This is an optimization exercise on Yosys and OpenROAD, whose aim is small area, a short achievable clock period and few clock cycles per item, not a production implementation.
At most, simulation tests tie the RTL to the original design; equivalence was not proved.
Power is estimated from default activity; no workload was simulated.

## run D
==> module Processor, before the edit <==
module Processor(clk , rst , imem_addr , imem_data , IR , Loaded , Stored , Out , valid) ;
	input clk ;
	input rst ;
	input [15:0] imem_data ;
	output [15:0] imem_addr ;
	output reg valid ;
	output reg [15:0] Out , Stored , Loaded ;
	output reg [15:0] IR ;
	localparam [255:0] RINIT = {
		16'h1984, 16'h3994, 16'h0CDE, 16'h1CBA, 16'h0102, 16'h1A32, 16'h0414, 16'h22DA,
		16'h1C86, 16'h22E0, 16'h0001, 16'h1C3A, 16'h00AA, 16'h0030, 16'h0020, 16'h0010 } ;
	localparam [255:0] MINIT = {
		16'h1984, 16'h0000, 16'h0CDE, 16'h0000, 16'h0102, 16'h1A32, 16'h0000, 16'h22DA,
		16'h0000, 16'h0000, 16'h0000, 16'h1C3A, 16'h00AA, 16'h0000, 16'h0020, 16'h0001 } ;
	reg [15:0] pc ;
	assign imem_addr = pc ;
	reg [255:0] rf ;    
	reg [255:0] dm ;    
	reg rst_q ;
	reg [15:0] IRd ;
	reg [3:0] d_rb ;      
	reg d_sub ;
	reg vd ;
	always @(posedge clk) begin
		IRd <= imem_data ;
		d_rb <= (imem_data[15:12] == 4'd6) ? imem_data[11:8] : imem_data[3:0] ;
		d_sub <= (imem_data[15:12] == 4'd1) ;
		rst_q <= rst ;
		if (rst) begin
			pc <= 16'd0 ;
			vd <= 1'b0 ;
		end else begin
			pc <= pc + 16'd1 ;
			vd <= 1'b1 ;
		end
	end
	wire [3:0] d_op  = IRd[15:12] ;
	wire [3:0] d_rs1 = IRd[7:4] ;
	wire d_and   = (d_op == 4'd2) ;
	wire d_or    = (d_op == 4'd3) ;
	wire d_xor   = (d_op == 4'd4) ;
	wire d_load  = (d_op == 4'd5) ;
	wire d_store = (d_op == 4'd6) ;
	wire d_sum   = !(d_and || d_or || d_xor || d_load || d_store) ;
	reg [15:0] A , Bx ;   
	reg [15:0] IRe ;
	reg ve ;
	reg c_sub , c_and , c_or , c_xor , c_ld , c_st , c_sum ;
	reg ww ;              
	reg [3:0] wrd ;
	wire [15:0] res ;     
	reg [3:0] Am ;        
	wire e_wr = ve && !c_st ;    
	wire fwa = e_wr && (IRe[11:8] == d_rs1) ;
	wire fwb = e_wr && (IRe[11:8] == d_rb) ;
	wire [15:0] rfa = (ww && wrd == d_rs1) ? Out : rf[{d_rs1, 4'b0} +: 16] ;
	wire [15:0] rfb = (ww && wrd == d_rb) ? Out : rf[{d_rb, 4'b0} +: 16] ;
	wire [15:0] opb = fwb ? res : rfb ;
	always @(posedge clk) begin
		A <= fwa ? res : rfa ;
		if (d_load || d_store) Am <= fwa ? res[3:0] : rfa[3:0] ;
		Bx <= d_sub ? ~opb : opb ;
		IRe <= IRd ;
		c_sub <= d_sub ;
		c_and <= d_and ;
		c_or <= d_or ;
		c_xor <= d_xor ;
		c_sum <= d_sum ;
		c_ld <= d_load && vd && !rst ;
		c_st <= d_store && vd && !rst ;
		ve <= vd && !rst ;
	end
	wire [16:0] sum = {A, 1'b1} + {Bx, c_sub} ;    
	wire [15:0] mrd = dm[{Am, 4'b0} +: 16] ;
	assign res = ({16{c_sum}} & sum[16:1]) | ({16{c_and}} & (A & Bx)) | ({16{c_or}} & (A | Bx)) |
	             ({16{c_xor}} & (A ^ Bx)) | ({16{c_ld}} & mrd) | ({16{c_st}} & Bx) ;
	wire [15:0] rf_wd_0 = Out & {16{~rst_q}} ;    
	wire [15:0] rf_wd_1 = Out | {16{rst_q}} ;     
	wire [15:0] dm_wd_0 = Bx & {16{~rst_q}} ;
	wire [15:0] dm_wd_1 = Bx | {16{rst_q}} ;
	genvar gi , gj ;
	generate
		for (gi = 0 ; gi < 16 ; gi = gi + 1) begin : row
			wire rf_en = rst_q | (ww && wrd == gi) ;
			wire dm_en = rst_q | (c_st && Am == gi) ;
			for (gj = 0 ; gj < 16 ; gj = gj + 1) begin : col
				always @(posedge clk) begin
					if (rf_en) rf[16*gi + gj] <= RINIT[16*gi + gj] ? rf_wd_1[gj] : rf_wd_0[gj] ;
					if (dm_en) dm[16*gi + gj] <= MINIT[16*gi + gj] ? dm_wd_1[gj] : dm_wd_0[gj] ;
				end
			end
		end
	endgenerate
	always @(posedge clk) begin
		if (rst) begin
			valid <= 1'b0 ;
			ww <= 1'b0 ;
		end else begin
			valid <= ve ;
			ww <= e_wr ;
		end
		if (rst_q) begin
			Loaded <= 16'd0 ;
			Stored <= 16'd0 ;
		end else begin
			if (c_ld) Loaded <= mrd ;
			if (c_st) Stored <= Bx ;
		end
		wrd <= IRe[11:8] ;
		IR <= IRe ;
		Out <= res ;
	end
endmodule
clock: 6.0 ns
lec_check: 0
cap_margin: 20
core_margin: 2
core_utilization: 50
setup_slack_margin: 3.5
slew_margin: 20
run.sh (not shown) runs the stock make flow with config.mk's settings and CLKGATE_MAP_FILE= SYNTH_SCRIPT=/design/flow/synth_recipe.tcl, a recipe that flattens the netlist after the stock synthesis.
diff inputs: run D => run P
--- a/flow/design.v
+++ b/flow/design.v
@@ -16,34 +16,34 @@
 	assign imem_addr = pc ;
 	reg [255:0] rf ;    
 	reg [255:0] dm ;    
 	reg rst_q ;
 	reg [15:0] IRd ;
-	reg [3:0] d_rb ;      
-	reg d_sub ;
 	reg vd ;
 	always @(posedge clk) begin
 		IRd <= imem_data ;
-		d_rb <= (imem_data[15:12] == 4'd6) ? imem_data[11:8] : imem_data[3:0] ;
-		d_sub <= (imem_data[15:12] == 4'd1) ;
 		rst_q <= rst ;
 		if (rst) begin
 			pc <= 16'd0 ;
 			vd <= 1'b0 ;
 		end else begin
 			pc <= pc + 16'd1 ;
 			vd <= 1'b1 ;
 		end
 	end
 	wire [3:0] d_op  = IRd[15:12] ;
+	wire [3:0] d_rd  = IRd[11:8] ;
 	wire [3:0] d_rs1 = IRd[7:4] ;
+	wire [3:0] d_rs2 = IRd[3:0] ;
+	wire d_sub   = (d_op == 4'd1) ;
 	wire d_and   = (d_op == 4'd2) ;
 	wire d_or    = (d_op == 4'd3) ;
 	wire d_xor   = (d_op == 4'd4) ;
 	wire d_load  = (d_op == 4'd5) ;
 	wire d_store = (d_op == 4'd6) ;
 	wire d_sum   = !(d_and || d_or || d_xor || d_load || d_store) ;
+	wire [3:0] d_rb = d_store ? d_rd : d_rs2 ;
 	reg [15:0] A , Bx ;   
 	reg [15:0] IRe ;
 	reg ve ;
 	reg c_sub , c_and , c_or , c_xor , c_ld , c_st , c_sum ;
 	reg ww ;              
@@ -68,13 +68,13 @@
 		c_sum <= d_sum ;
 		c_ld <= d_load && vd && !rst ;
 		c_st <= d_store && vd && !rst ;
 		ve <= vd && !rst ;
 	end
-	wire [16:0] sum = {A, 1'b1} + {Bx, c_sub} ;    
+	wire [15:0] sum = A + Bx + {15'd0, c_sub} ;
 	wire [15:0] mrd = dm[{Am, 4'b0} +: 16] ;
-	assign res = ({16{c_sum}} & sum[16:1]) | ({16{c_and}} & (A & Bx)) | ({16{c_or}} & (A | Bx)) |
+	assign res = ({16{c_sum}} & sum) | ({16{c_and}} & (A & Bx)) | ({16{c_or}} & (A | Bx)) |
 	             ({16{c_xor}} & (A ^ Bx)) | ({16{c_ld}} & mrd) | ({16{c_st}} & Bx) ;
 	wire [15:0] rf_wd_0 = Out & {16{~rst_q}} ;    
 	wire [15:0] rf_wd_1 = Out | {16{rst_q}} ;     
 	wire [15:0] dm_wd_0 = Bx & {16{~rst_q}} ;
 	wire [15:0] dm_wd_1 = Bx | {16{rst_q}} ;
Notes after the runs:
Proportion of power drawn by the clock network was higher in run D than in run P.
Per the final summary, run P finished and its layout is clean on timing, DRC and antenna.
Looking at portion of the clock cycle consumed by the worst path in the final layout across run P and run D, the one that comes out lower is run D.
Cmp run P vs run D: simple-gate share of the synthesized area higher in run P
Sequential share of layout area | run P below run D
Run P: global routing met3 resource utilization is 0.47 points higher than what run D reported.
No run of this note included a check of the RTL's function; only the layout flow was run.


the previous run:
The RTL this note starts from:
==> flow/design.v <==
module Processor(clk , rst , imem_addr , imem_data , IR , Loaded , Stored , Out , valid) ;
	input clk ;
	input rst ;
	input [15:0] imem_data ;
	output [15:0] imem_addr ;
	output reg valid ;
	output reg [15:0] Out , Stored , Loaded ;
	output reg [15:0] IR ;
	localparam [255:0] RINIT = {
		16'h1984, 16'h3994, 16'h0CDE, 16'h1CBA, 16'h0102, 16'h1A32, 16'h0414, 16'h22DA,
		16'h1C86, 16'h22E0, 16'h0001, 16'h1C3A, 16'h00AA, 16'h0030, 16'h0020, 16'h0010 } ;
	localparam [255:0] MINIT = {
		16'h1984, 16'h0000, 16'h0CDE, 16'h0000, 16'h0102, 16'h1A32, 16'h0000, 16'h22DA,
		16'h0000, 16'h0000, 16'h0000, 16'h1C3A, 16'h00AA, 16'h0000, 16'h0020, 16'h0001 } ;
	reg [15:0] pc ;
	assign imem_addr = pc ;
	reg [255:0] rf ;    
	reg [255:0] dm ;    
	reg rst_q ;
	reg [15:0] IRd ;
	reg [3:0] d_rb ;      
	reg d_sub ;
	reg vd ;
	always @(posedge clk) begin
		IRd <= imem_data ;
		d_rb <= (imem_data[15:12] == 4'd6) ? imem_data[11:8] : imem_data[3:0] ;
		d_sub <= (imem_data[15:12] == 4'd1) ;
		rst_q <= rst ;
		if (rst) begin
			pc <= 16'd0 ;
			vd <= 1'b0 ;
		end else begin
			pc <= pc + 16'd1 ;
			vd <= 1'b1 ;
		end
	end
	wire [3:0] d_op  = IRd[15:12] ;
	wire [3:0] d_rs1 = IRd[7:4] ;
	wire d_and   = (d_op == 4'd2) ;
	wire d_or    = (d_op == 4'd3) ;
	wire d_xor   = (d_op == 4'd4) ;
	wire d_load  = (d_op == 4'd5) ;
	wire d_store = (d_op == 4'd6) ;
	wire d_sum   = !(d_and || d_or || d_xor || d_load || d_store) ;
	reg [15:0] A , Bx ;   
	reg [15:0] IRe ;
	reg ve ;
	reg c_sub , c_and , c_or , c_xor , c_ld , c_st , c_sum ;
	reg ww ;              
	reg [3:0] wrd ;
	wire [15:0] res ;     
	reg [15:0] Am ;       
	reg [15:0] wen ;      
	wire e_wr = ve && !c_st ;    
	wire fwa = e_wr && (IRe[11:8] == d_rs1) ;
	wire fwb = e_wr && (IRe[11:8] == d_rb) ;
	wire [15:0] rfa = (ww && wrd == d_rs1) ? Out : rf[{d_rs1, 4'b0} +: 16] ;
	wire [15:0] rfb = (ww && wrd == d_rb) ? Out : rf[{d_rb, 4'b0} +: 16] ;
	wire [15:0] opb = fwb ? res : rfb ;
	always @(posedge clk) begin
		A <= fwa ? res : rfa ;
		Am <= 16'd1 << (fwa ? res[3:0] : rfa[3:0]) ;
		wen <= {16{rst}} | ({16{e_wr}} & (16'd1 << IRe[11:8])) ;
		Bx <= d_sub ? ~opb : opb ;
		IRe <= IRd ;
		c_sub <= d_sub ;
		c_and <= d_and ;
		c_or <= d_or ;
		c_xor <= d_xor ;
		c_sum <= d_sum ;
		c_ld <= d_load && vd && !rst ;
		c_st <= d_store && vd && !rst ;
		ve <= vd && !rst ;
	end
	wire [16:0] sum = {A, 1'b1} + {Bx, c_sub} ;    
	reg [15:0] mrd ;
	integer k ;
	always @* begin
		mrd = 16'd0 ;
		for (k = 0 ; k < 16 ; k = k + 1) mrd = mrd | ({16{Am[k]}} & dm[16*k +: 16]) ;
	end
	assign res = ({16{c_sum}} & sum[16:1]) | ({16{c_and}} & (A & Bx)) | ({16{c_or}} & (A | Bx)) |
	             ({16{c_xor}} & (A ^ Bx)) | ({16{c_ld}} & mrd) | ({16{c_st}} & Bx) ;
	wire [15:0] rf_wd_0 = Out & {16{~rst_q}} ;    
	wire [15:0] rf_wd_1 = Out | {16{rst_q}} ;     
	wire [15:0] dm_wd_0 = Bx & {16{~rst_q}} ;
	wire [15:0] dm_wd_1 = Bx | {16{rst_q}} ;
	genvar gi , gj ;
	generate
		for (gi = 0 ; gi < 16 ; gi = gi + 1) begin : row
			wire rf_en = wen[gi] ;
			wire dm_en = rst_q | (c_st && Am[gi]) ;
			for (gj = 0 ; gj < 16 ; gj = gj + 1) begin : col
				always @(posedge clk) begin
					if (rf_en) rf[16*gi + gj] <= RINIT[16*gi + gj] ? rf_wd_1[gj] : rf_wd_0[gj] ;
					if (dm_en) dm[16*gi + gj] <= MINIT[16*gi + gj] ? dm_wd_1[gj] : dm_wd_0[gj] ;
				end
			end
		end
	endgenerate
	always @(posedge clk) begin
		if (rst) begin
			valid <= 1'b0 ;
			ww <= 1'b0 ;
		end else begin
			valid <= ve ;
			ww <= e_wr ;
		end
		if (rst_q) begin
			Loaded <= 16'd0 ;
			Stored <= 16'd0 ;
		end else begin
			if (c_ld) Loaded <= mrd ;
			if (c_st) Stored <= Bx ;
		end
		wrd <= IRe[11:8] ;
		IR <= IRe ;
		Out <= res ;
	end
endmodule
==> flow/config.mk <==
export PLATFORM = sky130hd
export DESIGN_NAME = Processor
export DESIGN_NICKNAME = Processor
export VERILOG_FILES = /design/flow/design.v
export SDC_FILE = /design/flow/constraint.sdc
export NUM_CORES = 4
export LEC_CHECK = 0
export CAP_MARGIN = 20
export CORE_MARGIN = 2
export CORE_UTILIZATION = 65
export CTS_CLUSTER_DIAMETER = 70
export CTS_CLUSTER_SIZE = 20
export SETUP_SLACK_MARGIN = 3.7
export SLEW_MARGIN = 20
==> flow/constraint.sdc <==
create_clock -name core_clock -period 6.0 [get_ports {clk}]
set_input_delay 1.2000 -clock core_clock [delete_from_list [all_inputs] [get_ports {clk}]]
set_output_delay 1.2000 -clock core_clock [all_outputs]
set_load 0.01 [all_outputs]
Testbench counts of the previous run, summed over its fixed seeds: cycles 3,216, instrs 3,200.
Input-level comparison between the current run and the previous run:
diff --git a/flow/design.v b/flow/design.v
--- a/flow/design.v
+++ b/flow/design.v
@@ -21,4 +21,5 @@
 	reg [3:0] d_rb ;      
 	reg d_sub ;
+	reg [15:0] ra_oh , rb_oh ;    
 	reg vd ;
 	always @(posedge clk) begin
@@ -26,4 +27,6 @@
 		d_rb <= (imem_data[15:12] == 4'd6) ? imem_data[11:8] : imem_data[3:0] ;
 		d_sub <= (imem_data[15:12] == 4'd1) ;
+		ra_oh <= 16'd1 << imem_data[7:4] ;
+		rb_oh <= 16'd1 << ((imem_data[15:12] == 4'd6) ? imem_data[11:8] : imem_data[3:0]) ;
 		rst_q <= rst ;
 		if (rst) begin
@@ -50,4 +53,6 @@
 	reg [3:0] wrd ;
 	wire [15:0] res ;     
+	wire [15:0] rest ;
+	wire [16:0] sum = {A, 1'b1} + {Bx, c_sub} ;    
 	reg [15:0] Am ;       
 	reg [15:0] wen ;      
@@ -55,12 +60,25 @@
 	wire fwa = e_wr && (IRe[11:8] == d_rs1) ;
 	wire fwb = e_wr && (IRe[11:8] == d_rb) ;
-	wire [15:0] rfa = (ww && wrd == d_rs1) ? Out : rf[{d_rs1, 4'b0} +: 16] ;
-	wire [15:0] rfb = (ww && wrd == d_rb) ? Out : rf[{d_rb, 4'b0} +: 16] ;
-	wire [15:0] opb = fwb ? res : rfb ;
+	reg [15:0] rda , rdb ;
+	integer k ;
+	always @* begin
+		rda = 16'd0 ;
+		rdb = 16'd0 ;
+		for (k = 0 ; k < 16 ; k = k + 1) begin
+			rda = rda | ({16{ra_oh[k]}} & rf[16*k +: 16]) ;
+			rdb = rdb | ({16{rb_oh[k]}} & rf[16*k +: 16]) ;
+		end
+	end
+	wire [15:0] rfa = (ww && wrd == d_rs1) ? Out : rda ;
+	wire [15:0] rfb = (ww && wrd == d_rb) ? Out : rdb ;
+	wire fsa = fwa && c_sum ;
+	wire fsb = fwb && c_sum ;
+	wire [15:0] nA = fsa ? sum[16:1] : (fwa ? rest : rfa) ;
+	wire [15:0] opb = fwb ? rest : rfb ;
 	always @(posedge clk) begin
-		A <= fwa ? res : rfa ;
-		Am <= 16'd1 << (fwa ? res[3:0] : rfa[3:0]) ;
+		A <= nA ;
+		Am <= 16'd1 << nA[3:0] ;
 		wen <= {16{rst}} | ({16{e_wr}} & (16'd1 << IRe[11:8])) ;
-		Bx <= d_sub ? ~opb : opb ;
+		Bx <= fsb ? (sum[16:1] ^ {16{d_sub}}) : (opb ^ {16{d_sub}}) ;
 		IRe <= IRd ;
 		c_sub <= d_sub ;
@@ -73,13 +91,13 @@
 		ve <= vd && !rst ;
 	end
-	wire [16:0] sum = {A, 1'b1} + {Bx, c_sub} ;    
 	reg [15:0] mrd ;
-	integer k ;
+	integer m ;
 	always @* begin
 		mrd = 16'd0 ;
-		for (k = 0 ; k < 16 ; k = k + 1) mrd = mrd | ({16{Am[k]}} & dm[16*k +: 16]) ;
+		for (m = 0 ; m < 16 ; m = m + 1) mrd = mrd | ({16{Am[m]}} & dm[16*m +: 16]) ;
 	end
-	assign res = ({16{c_sum}} & sum[16:1]) | ({16{c_and}} & (A & Bx)) | ({16{c_or}} & (A | Bx)) |
-	             ({16{c_xor}} & (A ^ Bx)) | ({16{c_ld}} & mrd) | ({16{c_st}} & Bx) ;
+	assign rest = ({16{c_and}} & (A & Bx)) | ({16{c_or}} & (A | Bx)) |
+	              ({16{c_xor}} & (A ^ Bx)) | ({16{c_ld}} & mrd) | ({16{c_st}} & Bx) ;
+	assign res = c_sum ? sum[16:1] : rest ;
 	wire [15:0] rf_wd_0 = Out & {16{~rst_q}} ;    
 	wire [15:0] rf_wd_1 = Out | {16{rst_q}} ;     
==> results.txt <==
The current run against the previous run: non-clock buffer count picked up an extra about 7%, number of nets in the layout picked up an extra 288.
Global-route usage: the current run > the previous run
Taking the previous run as the reference, in the current run setup slack increased by 0.016 ns relative to the old numbers; layout overhead on the synthesized area decreased by 1.0 points relative to the old numbers; half-perimeter wire length after detailed placement increased by about 17% relative to the old numbers.
The RTL of the current run was laid out without a check of its function.

re-timing with driven ports:
In the flow no input, the clock included, has a driving cell. The finished layouts below were timed again as built, in two steps.
Step 1, drivers: a clkbuf_16 drives clk and a buf_2 each remaining input, both assumed.
Step 2 adds t to the input delays and takes it off the output delays; t is the mean of the earliest and latest rising clock arrival at the registers after step 1. Input paths then give back, and output paths get back, about the clock's delay inside the block.
a / b / c = ideal / step 1 / step 2; a / b = the first two.
| run | t (ns) | setup slack, ns | worst setup path after step 2 | worst slew at a driven data input, ns | pins driven straight from the clock port |
|---|---|---|---|---|---|
| run D | 0.664 | 3.486 / 3.471 / 3.030 | input to register | 0.04 | 1 |
| run P | 0.672 | 3.129 / 3.129 / 3.129 | register to register | 0.06 | 1 |
| the previous run | 0.659 | 3.451 / 3.414 / 3.148 | input to register | 0.04 | 1 |
| the current run | 0.655 | 3.468 / 3.468 / 3.144 | input to register | 0.04 | 1 |
After both steps every run listed still meets setup and hold. For run D, which loses most, drivers alone change the setup slack by -0.015 ns; drivers and shift together by -0.456 ns.
